What follows belongs to an exercise in optimizing a design on an open flow for small area; a production flow would make more cautious choices.
Function was checked by simulation only, so behaviour that the tests miss may differ from the original.
No activity file was given, so power comes from the tool's default toggle rates.

job 5070:
## ahb_ic_wrap
module ahb_ic_wrap (
  input  wire           hclk,
  input  wire [127:0]   hmaster_m,
  input  wire [7:0]     htrans_m,
  input  wire [15:0]    hprot_m,
  input  wire [127:0]   haddr_m,
  input  wire [11:0]    hsize_m,
  input  wire [127:0]   hwdata_m,
  input  wire [3:0]     hwrite_m,
  output wire [127:0]   hrdata_m,
  output wire [3:0]     hready_m,
  output wire [3:0]     hresp_m,
  output wire [2:0]     hsel_s,
  output wire [95:0]    haddr_s,
  output wire [95:0]    hmaster_s,
  output wire [8:0]     hsize_s,
  output wire [2:0]     hwrite_s,
  output wire [95:0]    hwdata_s,
  input  wire [95:0]    hrdata_s,
  input  wire [2:0]     hready_s,
  input  wire [2:0]     hresp_s,
  input  wire [127:0]   apumid,
  input  wire [127:0]   apuaddr,
  input  wire [127:0]   apumask,
  input  wire [127:0]   apuperm,
  input  wire [127:0]   dpumid,
  input  wire [127:0]   dpuaddr,
  input  wire [127:0]   dpudata,
  input  wire [127:0]   dpumask,
  input  wire [127:0]   dpuamask,
  input  wire           hresetn
);
Size in the first run: ~2,100 I/O pins.
==> flow/config.mk <==
export PLATFORM = sky130hd
export DESIGN_NAME = ahb_ic_wrap
export DESIGN_NICKNAME = ahb_ic_wrap
export VERILOG_FILES = /design/flow/design.v
export SDC_FILE = /design/flow/constraint.sdc
export NUM_CORES = 8
export LEC_CHECK = 0
export CAP_MARGIN = 20
export CORE_AREA = 10 10 470 470
export DIE_AREA = 0 0 480 480
export SLEW_MARGIN = 20
==> flow/constraint.sdc <==
create_clock -name core_clock -period 20.0 [get_ports {hclk}]
set_input_delay 4.0000 -clock core_clock [delete_from_list [all_inputs] [get_ports {hclk}]]
set_output_delay 4.0000 -clock core_clock [all_outputs]
set_load 0.01 [all_outputs]
standard.sh (not shown) runs the stock make flow with config.mk's settings and CLKGATE_MAP_FILE= SYNTH_SCRIPT=/design/flow/synth_recipe.tcl, a recipe that flattens the netlist after the stock synthesis.
==> flow/flow/run.sh <==
#!/bin/bash
# Own layout flow:
#  1. the standard synthesis (bash standard.sh synth);
#  2. its combinational logic re-mapped for area with Yosys/ABC (reabc.tcl), once per script in
#     abc/, keeping the smallest result; every register keeps its instance name and cell type;
#  3. the standard layout from there on, with 1x buffers (buf_1) on the ports and pins one
#     routing track apart (so the die can be small), and no wider-spaced routing rule on the
#     clock net, whose pin has other pins one track away; clock tree sinks clustered by 6 and
#     no dummy loads.
# Each tool's output goes to a log of its own in the work folder.
set -euo pipefail
W=$(pwd)
R=$W/orfs/results/$FLOW_PLATFORM/ahb_ic_wrap/base
YOSYS=yosys
[[ -x $FLOW_HOME/../tools/install/yosys/bin/yosys ]] && YOSYS=$FLOW_HOME/../tools/install/yosys/bin/yosys

bash standard.sh synth > $W/1_synth_standard.log 2>&1

cp $R/1_2_yosys.v $W/1_2_yosys_standard.v
export REABC_LIB=$FLOW_HOME/platforms/$FLOW_PLATFORM/lib/sky130_fd_sc_hd__tt_025C_1v80.lib
export REABC_IN=$W/1_2_yosys_standard.v
# one re-mapping per ABC script in flow/abc, in parallel; the smallest is kept
for s in $W/flow/abc/*.abc; do
  n=$(basename $s .abc)
  REABC_SCRIPT=$s REABC_OUT=$W/1_2_reabc_$n.v REABC_STAT=$W/1_2_reabc_$n.stat \
  DONT_USE_CELLS="sky130_fd_sc_hd__probe_p_8 sky130_fd_sc_hd__probec_p_8 sky130_fd_sc_hd__lpflow_*" \
    $YOSYS -c $W/flow/reabc.tcl > $W/1_2_reabc_$n.log 2>&1 &
done
wait
best=""; best_area=""
for s in $W/flow/abc/*.abc; do
  n=$(basename $s .abc)
  a=$(awk '/Chip area for top module/ {print $NF}' $W/1_2_reabc_$n.stat 2>/dev/null || true)
  [[ -n "$a" && -s $W/1_2_reabc_$n.v ]] || continue
  echo "$n $a" >> $W/1_2_reabc_areas.txt
  if [[ -z "$best" ]] || awk -v a=$a -v b=$best_area 'BEGIN {exit !(a < b)}'; then best=$n; best_area=$a; fi
done
[[ -n "$best" ]]
echo "kept $best $best_area" >> $W/1_2_reabc_areas.txt
cp $W/1_2_reabc_$best.v $R/1_2_yosys.v

# the platform's don't-use cells, and buffers above 2x drive (other than the clock tree's
# clkbuf_4) and delay buffers, so repairs use small buffers
DONT_USE="sky130_fd_sc_hd__probe_p_8 sky130_fd_sc_hd__probec_p_8\
  sky130_fd_sc_hd__lpflow_bleeder_1 sky130_fd_sc_hd__lpflow_clkbufkapwr_1\
  sky130_fd_sc_hd__lpflow_clkbufkapwr_16 sky130_fd_sc_hd__lpflow_clkbufkapwr_2\
  sky130_fd_sc_hd__lpflow_clkbufkapwr_4 sky130_fd_sc_hd__lpflow_clkbufkapwr_8\
  sky130_fd_sc_hd__lpflow_clkinvkapwr_1 sky130_fd_sc_hd__lpflow_clkinvkapwr_16\
  sky130_fd_sc_hd__lpflow_clkinvkapwr_2 sky130_fd_sc_hd__lpflow_clkinvkapwr_4\
  sky130_fd_sc_hd__lpflow_clkinvkapwr_8 sky130_fd_sc_hd__lpflow_decapkapwr_12\
  sky130_fd_sc_hd__lpflow_decapkapwr_3 sky130_fd_sc_hd__lpflow_decapkapwr_4\
  sky130_fd_sc_hd__lpflow_decapkapwr_6 sky130_fd_sc_hd__lpflow_decapkapwr_8\
  sky130_fd_sc_hd__lpflow_inputiso0n_1 sky130_fd_sc_hd__lpflow_inputiso0p_1\
  sky130_fd_sc_hd__lpflow_inputiso1n_1 sky130_fd_sc_hd__lpflow_inputiso1p_1\
  sky130_fd_sc_hd__lpflow_inputisolatch_1 sky130_fd_sc_hd__lpflow_isobufsrc_1\
  sky130_fd_sc_hd__lpflow_isobufsrc_16 sky130_fd_sc_hd__lpflow_isobufsrc_2\
  sky130_fd_sc_hd__lpflow_isobufsrc_4 sky130_fd_sc_hd__lpflow_isobufsrc_8\
  sky130_fd_sc_hd__lpflow_isobufsrckapwr_16 sky130_fd_sc_hd__lpflow_lsbuf_lh_hl_isowell_tap_1\
  sky130_fd_sc_hd__lpflow_lsbuf_lh_hl_isowell_tap_2\
  sky130_fd_sc_hd__lpflow_lsbuf_lh_hl_isowell_tap_4 sky130_fd_sc_hd__lpflow_lsbuf_lh_isowell_4\
  sky130_fd_sc_hd__lpflow_lsbuf_lh_isowell_tap_1 sky130_fd_sc_hd__lpflow_lsbuf_lh_isowell_tap_2\
  sky130_fd_sc_hd__lpflow_lsbuf_lh_isowell_tap_4 sky130_fd_sc_hd__buf_4 sky130_fd_sc_hd__buf_6\
  sky130_fd_sc_hd__buf_8 sky130_fd_sc_hd__buf_12 sky130_fd_sc_hd__buf_16\
  sky130_fd_sc_hd__bufbuf_8 sky130_fd_sc_hd__bufbuf_16 sky130_fd_sc_hd__clkbuf_8\
  sky130_fd_sc_hd__clkbuf_16 sky130_fd_sc_hd__clkdlybuf4s15_1 sky130_fd_sc_hd__clkdlybuf4s15_2\
  sky130_fd_sc_hd__clkdlybuf4s18_1 sky130_fd_sc_hd__clkdlybuf4s18_2\
  sky130_fd_sc_hd__clkdlybuf4s25_1 sky130_fd_sc_hd__clkdlybuf4s25_2\
  sky130_fd_sc_hd__clkdlybuf4s50_1 sky130_fd_sc_hd__clkdlybuf4s50_2"
bash standard.sh "BUFFER_PORTS_ARGS=-buffer_cell sky130_fd_sc_hd__buf_1" "DONT_USE_CELLS=$DONT_USE" \
  "PLACE_PINS_ARGS=-min_distance 1 -min_distance_in_tracks" \
  "CTS_ARGS=-sink_clustering_enable -repair_clock_nets -buf_list sky130_fd_sc_hd__clkbuf_4 -apply_ndr none -sink_clustering_size 6 -sink_clustering_max_diameter 40 -dont_use_dummy_load" finish > $W/2_finish.log 2>&1
Other scripts of this flow, unchanged in this note and not shown: flow/flow/abc/s1.abc, flow/flow/abc/s2.abc, flow/flow/abc/s3.abc, flow/flow/abc/s4.abc, flow/flow/abc/s5.abc, flow/flow/abc/s6.abc, flow/flow/abc/s7.abc, flow/flow/reabc.tcl
Job 5070 has completed all stages; timing, DRC and antenna checks passed.
diff inputs: job 5070 => job 6585
Settings: CORE_AREA changed from 10 10 470 470 to 10 10 430 430; DIE_AREA changed from 0 0 480 480 to 0 0 440 440.
==> comparison <==
Job 6585: cell depth of the worst flop-to-flop path lower than job 5070. Summary of job 6585 over job 5070: sum of net half-perimeters after detailed placement went up about 1.8%, critical path depth went down 2.
#### Input delta (job 4050 over job 6585)
Settings: DIE_AREA changed from 0 0 440 440 to 0 0 400 400; CORE_AREA changed from 10 10 430 430 to 10 10 390 390.
### Flow results
The flow ended early for job 4050: it failed with a tool error in global routing.
Every stage of the flow completed for job 6585, and the final layout passed the timing, DRC and antenna checks.
Summary of job 4050 over job 6585: count of placed standard cells including taps dropped 443; die boundary height shows a reduction of 9.1%; post-synthesis average cell area about even; final weighted congestion in routability-driven placement moved up; starting density of the core has increased.
Between job 4050 and job 6585, the row count is lower for job 4050.
Diff job 6585 -> job 4050: CTS buffer count decreased by 7 relative to the old numbers, total placed instance area decreased by about 2% relative to the old numbers.

Starting RTL as in the previous note.
Settings: LEC_CHECK=0, CAP_MARGIN=20, CORE_AREA=10 10 470 470, DIE_AREA=0 0 480 480, SLEW_MARGIN=20; clock period 20.0 ns.
==> flow/flow/run.sh <==
#!/bin/bash
# Own layout flow:
#  1. the standard synthesis (bash standard.sh synth);
#  2. its combinational logic re-mapped for area with Yosys/ABC (reabc.tcl), once per script in
#     abc/, keeping the smallest result; every register keeps its instance name and cell type;
#  3. the standard layout from there on, with 1x buffers (buf_1) on the ports and pins one
#     routing track apart (so the die can be small), and no wider-spaced routing rule on the
#     clock net, whose pin has other pins one track away; clock tree sinks clustered by 8 and
#     no dummy loads.
# Each tool's output goes to a log of its own in the work folder.
set -euo pipefail
W=$(pwd)
R=$W/orfs/results/$FLOW_PLATFORM/ahb_ic_wrap/base
YOSYS=yosys
[[ -x $FLOW_HOME/../tools/install/yosys/bin/yosys ]] && YOSYS=$FLOW_HOME/../tools/install/yosys/bin/yosys

bash standard.sh synth > $W/1_synth_standard.log 2>&1

cp $R/1_2_yosys.v $W/1_2_yosys_standard.v
export REABC_LIB=$FLOW_HOME/platforms/$FLOW_PLATFORM/lib/sky130_fd_sc_hd__tt_025C_1v80.lib
export REABC_IN=$W/1_2_yosys_standard.v
# one re-mapping per ABC script in flow/abc, in parallel; the smallest is kept
for s in $W/flow/abc/*.abc; do
  n=$(basename $s .abc)
  REABC_SCRIPT=$s REABC_OUT=$W/1_2_reabc_$n.v REABC_STAT=$W/1_2_reabc_$n.stat \
  DONT_USE_CELLS="sky130_fd_sc_hd__probe_p_8 sky130_fd_sc_hd__probec_p_8 sky130_fd_sc_hd__lpflow_*" \
    $YOSYS -c $W/flow/reabc.tcl > $W/1_2_reabc_$n.log 2>&1 &
done
wait
best=""; best_area=""
for s in $W/flow/abc/*.abc; do
  n=$(basename $s .abc)
  a=$(awk '/Chip area for top module/ {print $NF}' $W/1_2_reabc_$n.stat 2>/dev/null || true)
  [[ -n "$a" && -s $W/1_2_reabc_$n.v ]] || continue
  echo "$n $a" >> $W/1_2_reabc_areas.txt
  if [[ -z "$best" ]] || awk -v a=$a -v b=$best_area 'BEGIN {exit !(a < b)}'; then best=$n; best_area=$a; fi
done
[[ -n "$best" ]]
echo "kept $best $best_area" >> $W/1_2_reabc_areas.txt
cp $W/1_2_reabc_$best.v $R/1_2_yosys.v

bash standard.sh "BUFFER_PORTS_ARGS=-buffer_cell sky130_fd_sc_hd__buf_1" \
  "PLACE_PINS_ARGS=-min_distance 1 -min_distance_in_tracks" \
  "CTS_ARGS=-sink_clustering_enable -repair_clock_nets -buf_list sky130_fd_sc_hd__clkbuf_4 -apply_ndr none -sink_clustering_size 8 -sink_clustering_max_diameter 50 -dont_use_dummy_load" finish > $W/2_finish.log 2>&1
==> flow/flow/abc/s1.abc <==
&get -n
&st
&syn2
&dch
&nf -R 1000
&st
&syn2
&dch
&nf -R 1000
&put
==> flow/flow/abc/s2.abc <==
&get -n
&st
&syn2
&dch
&nf -R 1000
&st
&syn2
&dch
&nf -R 1000
&st
&syn2
&dch
&nf -R 1000
&st
&syn2
&dch
&nf -R 1000
&put
==> flow/flow/abc/s3.abc <==
&get -n
&st
&syn2
&dch
&nf -R 1000
&put
mfs2 -W 4
&get -n
&st
&syn2
&dch
&nf -R 1000
&st
&syn2
&dch
&nf -R 1000
&put
==> flow/flow/abc/s4.abc <==
&get -n
&st
&syn2
&dch
&nf -R 1000
&put
mfs2 -W 6 -M 5000
&get -n
&st
&syn2
&dch
&nf -R 1000
&st
&syn2
&dch
&nf -R 1000
&put
==> flow/flow/abc/s5.abc <==
&get -n
&st
&syn2
&dch
&nf -R 1000
&put
mfs2 -W 10 -M 10000
&get -n
&st
&syn2
&dch
&nf -R 1000
&st
&syn2
&dch
&nf -R 1000
&put
==> flow/flow/abc/s6.abc <==
&get -n
&st
&syn2
&synch2
&dch
&nf -R 1000
&st
&syn2
&synch2
&dch
&nf -R 1000
&st
&syn2
&synch2
&dch
&nf -R 1000
&put
==> flow/flow/abc/s7.abc <==
&get -n
&st
&syn2
&dch
&nf -R 1000
&put
mfs2 -W 6 -M 5000
&get -n
&st
&syn2
&dch
&nf -R 1000
&put
mfs2 -W 6 -M 5000
&get -n
&st
&syn2
&dch
&nf -R 1000
&st
&syn2
&dch
&nf -R 1000
&put
==> flow/flow/reabc.tcl <==
# Re-map the combinational logic of the standard synthesis for area. Registers (their instance
# names and cell types) are kept exactly as the standard synthesis made them.
yosys -import
set lib $::env(REABC_LIB)
read_liberty -ignore_miss_func $lib
read_verilog $::env(REABC_IN)
hierarchy -top $::env(FLOW_TOP)
setattr -mod -set keep_hierarchy 1 sky130_fd_sc_hd__df* sky130_fd_sc_hd__edf* sky130_fd_sc_hd__sdf* sky130_fd_sc_hd__dl*
flatten
opt_clean
set dont_use {}
foreach c $::env(DONT_USE_CELLS) { lappend dont_use -dont_use $c }
abc -script $::env(REABC_SCRIPT) -liberty $lib {*}$dont_use
setundef -zero
splitnets
opt_clean -purge
hilomap -singleton -hicell sky130_fd_sc_hd__conb_1 HI -locell sky130_fd_sc_hd__conb_1 LO
insbuf -buf sky130_fd_sc_hd__buf_4 A X
# left out here: clean up, hide names made inside functions
tee -o $::env(REABC_STAT) stat -liberty $lib
select -module $::env(FLOW_TOP)
write_verilog -noattr -nohex -nodec -selected $::env(REABC_OUT)
The starting point ran to the end with no violations.
Then changed:
==> flow/flow/run.sh (replaced) <==
#!/bin/bash
# Own layout flow:
#  1. the standard synthesis (bash standard.sh synth);
#  2. its combinational logic re-mapped for area with Yosys/ABC (reabc.tcl, area.abc); every
#     register keeps its instance name and cell type;
#  3. the standard layout from there on, with 1x buffers (buf_1) on the ports and pins one
#     routing track apart (so the die can be small), and no wider-spaced routing rule on the
#     clock net, whose pin has other pins one track away.
# Each tool's output goes to a log of its own in the work folder.
set -euo pipefail
W=$(pwd)
R=$W/orfs/results/$FLOW_PLATFORM/ahb_ic_wrap/base
YOSYS=yosys
[[ -x $FLOW_HOME/../tools/install/yosys/bin/yosys ]] && YOSYS=$FLOW_HOME/../tools/install/yosys/bin/yosys

bash standard.sh synth > $W/1_synth_standard.log 2>&1

cp $R/1_2_yosys.v $W/1_2_yosys_standard.v
export REABC_LIB=$FLOW_HOME/platforms/$FLOW_PLATFORM/lib/sky130_fd_sc_hd__tt_025C_1v80.lib
export REABC_IN=$W/1_2_yosys_standard.v
export REABC_OUT=$W/1_2_yosys_reabc.v
export REABC_SCRIPT=$W/flow/area.abc
export REABC_STAT=$W/1_2_reabc_stat.txt
DONT_USE_CELLS="sky130_fd_sc_hd__probe_p_8 sky130_fd_sc_hd__probec_p_8 sky130_fd_sc_hd__lpflow_*" \
  $YOSYS -c $W/flow/reabc.tcl > $W/1_2_reabc.log 2>&1
cp $REABC_OUT $R/1_2_yosys.v

bash standard.sh "BUFFER_PORTS_ARGS=-buffer_cell sky130_fd_sc_hd__buf_1" \
  "PLACE_PINS_ARGS=-min_distance 1 -min_distance_in_tracks" \
  "CTS_ARGS=-sink_clustering_enable -repair_clock_nets -buf_list sky130_fd_sc_hd__clkbuf_4 -apply_ndr none" finish > $W/2_finish.log 2>&1
==> flow/flow/area.abc (new file) <==
&get -n
&st
&syn2
&dch
&nf -R 1000
&put
mfs2 -W 4
&get -n
&st
&syn2
&dch
&nf -R 1000
&st
&syn2
&dch
&nf -R 1000
&put
- CTS_BUF_LIST: not set -> sky130_fd_sc_hd__clkbuf_4
removed: flow/flow/abc/s1.abc
removed: flow/flow/abc/s2.abc
removed: flow/flow/abc/s3.abc
removed: flow/flow/abc/s4.abc
removed: flow/flow/abc/s5.abc
removed: flow/flow/abc/s6.abc
removed: flow/flow/abc/s7.abc
The new run ran to the end with no violations.
Area after synthesis grows by 1.4%.
Sequential power barely changes.
First-iteration DRC count grows by 3.8%.
Setup slack is better by 0.19 ns.
Synthesized cell count hardly moves.
Routed wire length shrinks by 1.4%.
Cell area grows by 2.4%.
Then changed:
--- a/flow/flow/run.sh
+++ b/flow/flow/run.sh
@@ -7,2 +7 @@
-#     routing track apart (so the die can be small), and no wider-spaced routing rule on the
-#     clock net, whose pin has other pins one track away.
+#     routing track apart (so the die can be small).
@@ -29,2 +28 @@
-  "PLACE_PINS_ARGS=-min_distance 1 -min_distance_in_tracks" \
-  "CTS_ARGS=-sink_clustering_enable -repair_clock_nets -buf_list sky130_fd_sc_hd__clkbuf_4 -apply_ndr none" finish > $W/2_finish.log 2>&1
+  "PLACE_PINS_ARGS=-min_distance 1 -min_distance_in_tracks" finish > $W/2_finish.log 2>&1
==> flow/flow/area.abc (replaced) <==
&get -n
&st
&syn2
&dch
&nf -R 1000
&st
&syn2
&dch
&nf -R 1000
&put
- CORE_AREA: 10 10 470 470 -> 10 10 390 390
- DIE_AREA: 0 0 480 480 -> 0 0 400 400
Result: The new run ended with an error in 5_1_grt; area after synthesis is higher by 2.5%; synthesized cell count goes up by 3.2%.
Then changed:
--- a/flow/flow/run.sh
+++ b/flow/flow/run.sh
@@ -6,2 +6 @@
-#  3. the standard layout from there on, with 1x buffers (buf_1) on the ports and pins one
-#     routing track apart (so the die can be small).
+#  3. the standard layout from there on, with 1x buffers (buf_1) on the ports.
@@ -27,2 +26 @@
-bash standard.sh "BUFFER_PORTS_ARGS=-buffer_cell sky130_fd_sc_hd__buf_1" \
-  "PLACE_PINS_ARGS=-min_distance 1 -min_distance_in_tracks" finish > $W/2_finish.log 2>&1
+bash standard.sh "BUFFER_PORTS_ARGS=-buffer_cell sky130_fd_sc_hd__buf_1" finish > $W/2_finish.log 2>&1
- CORE_AREA: 10 10 390 390 -> 10 10 690 690
- CTS_BUF_LIST: sky130_fd_sc_hd__clkbuf_4 -> not set
- DIE_AREA: 0 0 400 400 -> 0 0 700 700
Result: This time the run finished clean. Synthesized area stays the same. Synthesized cell count does not change.
Then changed:
--- a/flow/flow/run.sh
+++ b/flow/flow/run.sh
@@ -6 +6,2 @@
-#  3. the standard layout from there on, with 1x buffers (buf_1) on the ports.
+#  3. the standard layout from there on, with 1x buffers (buf_1) on the ports and pins one
+#     routing track apart (so the die can be small).
@@ -26 +27,2 @@
-bash standard.sh "BUFFER_PORTS_ARGS=-buffer_cell sky130_fd_sc_hd__buf_1" finish > $W/2_finish.log 2>&1
+bash standard.sh "BUFFER_PORTS_ARGS=-buffer_cell sky130_fd_sc_hd__buf_1" \
+  "PLACE_PINS_ARGS=-min_distance 1 -min_distance_in_tracks" finish > $W/2_finish.log 2>&1
- CORE_AREA: 10 10 690 690 -> 10 10 390 390
- DIE_AREA: 0 0 700 700 -> 0 0 400 400
After rerunning:
- The new run never finished: it broke off in 5_1_grt
- synthesized cell count does not change
- area after synthesis stays the same

-- afterwards: timing with drivers on the ports --
In the flow no input, the clock included, has a driving cell. The finished layouts below were timed again as built, in two steps.
Step 1 sets driving cells, clkbuf_16 on the clock port and buf_2 on the other inputs (assumed; they add their load-dependent delay and slew).
Step 2, shift: input delay + t, output delay - t, t = (earliest + latest rising clock arrival at the registers) / 2. This alone moves slack from input paths to output paths.
a / b / c = no drivers / after step 1 / after step 2; a / b = the first two.
run | shift t [ns] | slack for setup (ns) | slew at the worst register clock pin (ns) | worst data-port slew with drivers (ns)
job 5070 | 0.946 | 2.226 / 2.171 / 2.171 | 0.09 / 0.09 | 0.41
job 6585 | 0.991 | 2.882 / 2.613 / 2.613 | 0.10 / 0.10 | 0.42
the first run of note 2 | 0.927 | 3.325 / 3.261 / 3.261 | 0.11 / 0.11 | 0.41
the second run of note 2 | 1.039 | 3.512 / 3.420 / 3.420 | 0.08 / 0.08 | 0.38
the fourth run of note 2 | 0.760 | 2.585 / 2.423 / 2.423 | 0.08 / 0.08 | 0.52
After both steps setup and hold are still met in every run listed. For job 6585, which loses most, drivers alone change the setup slack by -0.269 ns; drivers and shift together by -0.269 ns.
